What follows belongs to an exercise in optimizing a design on an open flow for small area, a short achievable clock period and few clock cycles per item; a production flow would make more cautious choices. Only simulation tests tie the RTL to the original design; equivalence was not proved. Power is estimated from default activity; no workload was simulated.

Setup of red:
Design sampledec, start of the top module:
module sampledec(received,clk,start,ctrl,corrected,decodedOp,nerr,done);
  input [14:0] received; input clk; input start; input ctrl;
  output [7:0] corrected; output [1:0] nerr; output [14:0] decodedOp; output done;
  reg done_q, ctrl_q;
  always @(posedge clk) begin ctrl_q <= ctrl; if (start) done_q <= 1'b1; end
  assign done = done_q;
  reg [14:0] r;
  wire rn0; bmux u_rn0(.s(start),.a(r[0]),.b(received[0]),.y(rn0));
  wire rn1; bmux u_rn1(.s(start),.a(r[1]),.b(received[1]),.y(rn1));
  wire rn2; bmux u_rn2(.s(start),.a(r[2]),.b(received[2]),.y(rn2));
  wire rn3; bmux u_rn3(.s(start),.a(r[3]),.b(received[3]),.y(rn3));
  wire rn4; bmux u_rn4(.s(start),.a(r[4]),.b(received[4]),.y(rn4));
  wire rn5; bmux u_rn5(.s(start),.a(r[5]),.b(received[5]),.y(rn5));
  wire rn6; bmux u_rn6(.s(start),.a(r[6]),.b(received[6]),.y(rn6));
  wire rn7; bmux u_rn7(.s(start),.a(r[7]),.b(received[7]),.y(rn7));
  wire rn8; bmux u_rn8(.s(start),.a(r[8]),.b(received[8]),.y(rn8));
  wire rn9; bmux u_rn9(.s(start),.a(r[9]),.b(received[9]),.y(rn9));
  wire rn10; bmux u_rn10(.s(start),.a(r[10]),.b(received[10]),.y(rn10));
  wire rn11; bmux u_rn11(.s(start),.a(r[11]),.b(received[11]),.y(rn11));
  wire rn12; bmux u_rn12(.s(start),.a(r[12]),.b(received[12]),.y(rn12));
  wire rn13; bmux u_rn13(.s(start),.a(r[13]),.b(received[13]),.y(rn13));
  wire rn14; bmux u_rn14(.s(start),.a(r[14]),.b(received[14]),.y(rn14));
  wire [14:0] rn = {rn14, rn13, rn12, rn11, rn10, rn9, rn8, rn7, rn6, rn5, rn4, rn3, rn2, rn1, rn0};
  wire t_1; bx2 u_t_1(.a(rn[3]),.b(rn[10]),.y(t_1));
  wire t_2; bx2 u_t_2(.a(rn[7]),.b(rn[9]),.y(t_2));
  wire t_3; bx2 u_t_3(.a(t_1),.b(t_2),.y(t_3));
  wire t_4; bx2 u_t_4(.a(rn[2]),.b(rn[13]),.y(t_4));
  wire t_5; bx2 u_t_5(.a(rn[4]),.b(rn[5]),.y(t_5));
  wire t_6; bx2 u_t_6(.a(t_4),.b(t_5),.y(t_6));
  wire x1; bx2 u_x1(.a(t_3),.b(t_6),.y(x1));
  wire t_7; bx2 u_t_7(.a(rn[2]),.b(rn[14]),.y(t_7));
  wire t_8; bx2 u_t_8(.a(rn[9]),.b(rn[11]),.y(t_8));
  wire t_9; bx2 u_t_9(.a(t_7),.b(t_8),.y(t_9));
  ...
Size in the first run: about 190 cells after synthesis, roughly 27 flip-flops, about 44 I/O pins.
==> flow/config.mk <==
export PLATFORM = sky130hd
export DESIGN_NAME = sampledec
export DESIGN_NICKNAME = sampledec
export VERILOG_FILES = /design/flow/design.v
export SDC_FILE = /design/flow/constraint.sdc
export NUM_CORES = 4
export LEC_CHECK = 0
export CAP_MARGIN = 20
export CORE_MARGIN = 2
export CORE_UTILIZATION = 40
export SLEW_MARGIN = 20
export SYNTH_HIERARCHICAL = 1
==> flow/constraint.sdc <==
create_clock -name core_clock -period 7.0 [get_ports {clk}]
set_input_delay 1.4000 -clock core_clock [delete_from_list [all_inputs] [get_ports {clk}]]
set_output_delay 1.4000 -clock core_clock [all_outputs]
set_load 0.01 [all_outputs]
standard.sh (not shown) runs the stock make flow with config.mk's settings and CLKGATE_MAP_FILE= SYNTH_SCRIPT=/design/flow/synth_recipe.tcl, a recipe that flattens the netlist after the stock synthesis.
==> flow/flow/run.sh <==
#!/bin/bash
# The standard layout (standard.sh) with: every port buffered by one fixed cell type,
# a few cells sized by hand after placement resizing (flow/upsize.tcl),
# power recovery (downsizing of non-critical cells) after global routing,
# and a clock tree built from clkbuf_8. The flow's full output goes to standard.log here.
export BUFFER_PORTS_ARGS="-buffer_cell sky130_fd_sc_hd__buf_1"
export RECOVER_POWER=100
export START_BUF_CELL=sky130_fd_sc_hd__buf_8
export XOR_MIN_FANOUT=${XOR_MIN_FANOUT:-4}
export POST_RESIZE_TCL="$(pwd)/flow/upsize.tcl"
export CTS_ARGS="-sink_clustering_enable -repair_clock_nets -sink_buffer_max_cap_derate 1.0 -dont_use_dummy_load -buf_list sky130_fd_sc_hd__clkbuf_8 -root_buf sky130_fd_sc_hd__clkbuf_8"
bash standard.sh > standard.log 2>&1
==> flow/flow/upsize.tcl <==
# Gate sizing by hand after placement resizing:
#  - the start port's buffer (start selects the hold multiplexer of every stored bit)
#    becomes $::env(START_BUF_CELL);
#  - every xor2_1 / xnor2_1 that drives $::env(XOR_MIN_FANOUT) or more pins becomes the _2 cell.
set up {}
foreach pin [get_pins -of_objects [get_nets start]] {
  if { [get_property $pin direction] == "input" } {
    set inst [get_cells -of_objects $pin]
    puts "upsize: [get_full_name $inst] (start port buffer) -> $::env(START_BUF_CELL)"
    replace_cell $inst $::env(START_BUF_CELL)
    lappend up $inst
  }
}
foreach inst [get_cells *] {
  set m [get_property $inst ref_name]
  if { $m != "sky130_fd_sc_hd__xor2_1" && $m != "sky130_fd_sc_hd__xnor2_1" } { continue }
  foreach pin [get_pins -of_objects $inst] {
    if { [get_property $pin direction] != "output" } { continue }
    set n [llength [get_pins -of_objects [get_nets -of_objects $pin]]]
    if { $n - 1 >= $::env(XOR_MIN_FANOUT) } {
      set to [string map {_1 _2} $m]
      puts "upsize: [get_full_name $inst] fanout [expr {$n - 1}] -> $to"
      replace_cell $inst $to
      lappend up $inst
    }
  }
}
# connect the new cells' supply pins as the platform's pdn.tcl connects every cell's
add_global_connection -net {VDD} -inst_pattern {.*} -pin_pattern {VPWR}
add_global_connection -net {VDD} -inst_pattern {.*} -pin_pattern {VPB}
add_global_connection -net {VSS} -inst_pattern {.*} -pin_pattern {VGND}
add_global_connection -net {VSS} -inst_pattern {.*} -pin_pattern {VNB}
global_connect
# keep power recovery from shrinking them again
foreach inst $up { set_dont_touch $inst }
red finished every step from synthesis to the final layout, and the layout passed the timing, design-rule and antenna checks.
Testbench counts of red, summed over its fixed seeds: cycles 4,000, items 4,000.
Here is what was changed in the inputs of blue compared with red.
==> flow/flow/run.sh <==
#!/bin/bash
# The standard layout (standard.sh) with: every port buffered by one fixed cell type,
# power recovery (downsizing of non-critical cells) after global routing, and optional
# extra ORFS settings. The flow's full output goes to standard.log in this folder.
export BUFFER_PORTS_ARGS="-buffer_cell sky130_fd_sc_hd__buf_1"
export RECOVER_POWER=100
export CTS_ARGS="-sink_clustering_enable -repair_clock_nets -sink_buffer_max_cap_derate 1.0 -dont_use_dummy_load -buf_list sky130_fd_sc_hd__clkbuf_8 -root_buf sky130_fd_sc_hd__clkbuf_8"
bash standard.sh > standard.log 2>&1
removed: flow/flow/upsize.tcl
## What came out
- Of blue and red, red shows the higher switching component of the power, with blue below it.
- Worst-case clock buffer depth came out exactly the same in blue and red.
- Sort blue and red by final design instance area without fill desc -> top: red
- Between blue and red, the met3 layer usage reported by global route does not differ in any meaningful way.
### blue -> green
==> flow/flow/run.sh <==
#!/bin/bash
# The standard layout (standard.sh) with: every port buffered by one fixed cell type,
# the start port's buffer upsized after placement resizing (flow/upsize_start.tcl),
# and a clock tree built from clkbuf_8. The flow's full output goes to standard.log here.
export BUFFER_PORTS_ARGS="-buffer_cell sky130_fd_sc_hd__buf_1"
export RECOVER_POWER=0
export START_BUF_CELL=${START_BUF_CELL:-sky130_fd_sc_hd__buf_8}
export POST_RESIZE_TCL="$(pwd)/flow/upsize_start.tcl"
export CTS_ARGS="-sink_clustering_enable -repair_clock_nets -sink_buffer_max_cap_derate 1.0 -dont_use_dummy_load -buf_list sky130_fd_sc_hd__clkbuf_8 -root_buf sky130_fd_sc_hd__clkbuf_8"
bash standard.sh > standard.log 2>&1
==> flow/flow/upsize_start.tcl (new file) <==
# Upsize the input buffer on the start port: start selects the hold multiplexer
# of every stored bit, so its buffer drives a fanout of about 15.
set cell [lindex $::env(START_BUF_CELL) 0]
foreach pin [get_pins -of_objects [get_nets -of_objects [get_ports start]]] {
  if { [get_property $pin direction] == "input" } {
    set inst [get_cells -of_objects $pin]
    puts "upsize_start: [get_full_name $inst] -> $cell"
    replace_cell $inst $cell
  }
}
--- outcome ---
Stage in which a tool error killed green: placement repair (3_4_place_resized).
blue completed every stage of the flow, and the final layout passed the timing, design-rule and antenna checks.
Between green and blue, the share of flip-flops with an asynchronous set or reset does not differ in any meaningful way.
Comparing blue against green, there is no change at all in number of I/O port buffers.
Per the comparison of green with blue, average cell area after synthesis comparable; synthesized area closely matched the old numbers; cell count after synthesis stayed essentially flat.
Diff green..blue | number of synthesized register bits | unchanged
Comparing green against blue, there is no change at all in sequential element share of the synthesized area.
Placer congestion estimate came out exactly the same in blue and green.
The inputs of orange differ from those of green as listed below.
--- a/flow/flow/run.sh
+++ b/flow/flow/run.sh
@@ -5,5 +5,5 @@
 export BUFFER_PORTS_ARGS="-buffer_cell sky130_fd_sc_hd__buf_1"
 export RECOVER_POWER=0
-export START_BUF_CELL=${START_BUF_CELL:-sky130_fd_sc_hd__buf_8}
+export START_BUF_CELL=${START_BUF_CELL:-sky130_fd_sc_hd__buf_4}
 export POST_RESIZE_TCL="$(pwd)/flow/upsize_start.tcl"
 export CTS_ARGS="-sink_clustering_enable -repair_clock_nets -sink_buffer_max_cap_derate 1.0 -dont_use_dummy_load -buf_list sky130_fd_sc_hd__clkbuf_8 -root_buf sky130_fd_sc_hd__clkbuf_8"
--- a/flow/flow/upsize_start.tcl
+++ b/flow/flow/upsize_start.tcl
@@ -2,5 +2,5 @@
 # of every stored bit, so its buffer drives a fanout of about 15.
 set cell [lindex $::env(START_BUF_CELL) 0]
-foreach pin [get_pins -of_objects [get_nets -of_objects [get_ports start]]] {
+foreach pin [get_pins -of_objects [get_nets start]] {
   if { [get_property $pin direction] == "input" } {
     set inst [get_cells -of_objects $pin]
==> comparison <==
- orange finished end to end and its layout was clean on timing, DRC and antenna.
- Reported for green and orange, average size of a mapped cell turned out identical to the last digit.
- Re synthesized-area fraction occupied by and/or/nand/nor cells: no difference whatsoever between orange and green.
- From orange to green, routability congestion estimate from global placement did not move at all.
- Die height came out exactly the same in green and orange.
- As far as die extent in x goes, orange and green are indistinguishable; the numbers are identical.
- For instance count of the mapped netlist, green and orange come out practically identical.
- The fraction of registers with async set/reset was comparable across green and orange.
- Reported for green and orange, synthesized area turned out identical to the last digit.
- orange and green ended up with roughly the same post-synthesis sequential element count.
- Diff green..orange | fraction of synthesized cell area in xor and xnor cells | negligible
- Number of top-level design ports came out exactly the same in green and orange.
Changes in purple relative to orange:
==> flow/flow/run.sh <==
#!/bin/bash
# The standard layout (standard.sh) with: every port buffered by one fixed cell type,
# power recovery (downsizing of non-critical cells) after global routing, and optional
# extra ORFS settings. The flow's full output goes to standard.log in this folder.
export BUFFER_PORTS_ARGS="-buffer_cell sky130_fd_sc_hd__buf_1"
export RECOVER_POWER=0
export CTS_ARGS="-sink_clustering_enable -repair_clock_nets -sink_buffer_max_cap_derate 1.0 -dont_use_dummy_load -buf_list sky130_fd_sc_hd__clkbuf_8 -root_buf sky130_fd_sc_hd__clkbuf_8"
bash standard.sh > standard.log 2>&1
removed: flow/flow/upsize_start.tcl
Findings:
- purple: done, clean on timing, DRC and antenna
- Global-route met2 utilization (lower): orange
- Per the comparison of purple with orange, global-route total usage across every layer closely matched the old numbers, minimum clock period increased by 0.55 ns relative to the old numbers.

## port drivers added, routing unchanged
Ports are ideal in the flow. The routed layouts listed here were re-timed in OpenROAD.
Step 1: set_driving_cell puts a clkbuf_16 on clk and a buf_2 on each other input, an assumption about the parent block.
Step 2 moves the port delays by t, midway between the first and last clock arrival at a register: inputs arrive t later, outputs are due t later. That takes back most of the time a late clock gives input paths.
Slacks: no drivers / after step 1 / after step 2; pairs: no drivers / after step 1.
run	t, ns	setup WS [ns]	worst setup path at the end	latest minus earliest clock arrival (ns)	cell pins on the clock port's net
red	0.282	3.629 / 3.604 / 3.322	input to register	0.003 / 0.004	1
blue	0.289	3.136 / 3.133 / 2.844	input to register	0.003 / 0.002	1
orange	0.287	3.551 / 3.551 / 3.263	input to register	0.001 / 0.001	1
purple	0.289	3.002 / 2.998 / 2.709	input to register	0.002 / 0.003	1
After both steps every run listed still meets setup and hold. The setup slack of red, which loses most, moves by -0.025 ns with the drivers and by -0.307 ns with both steps.
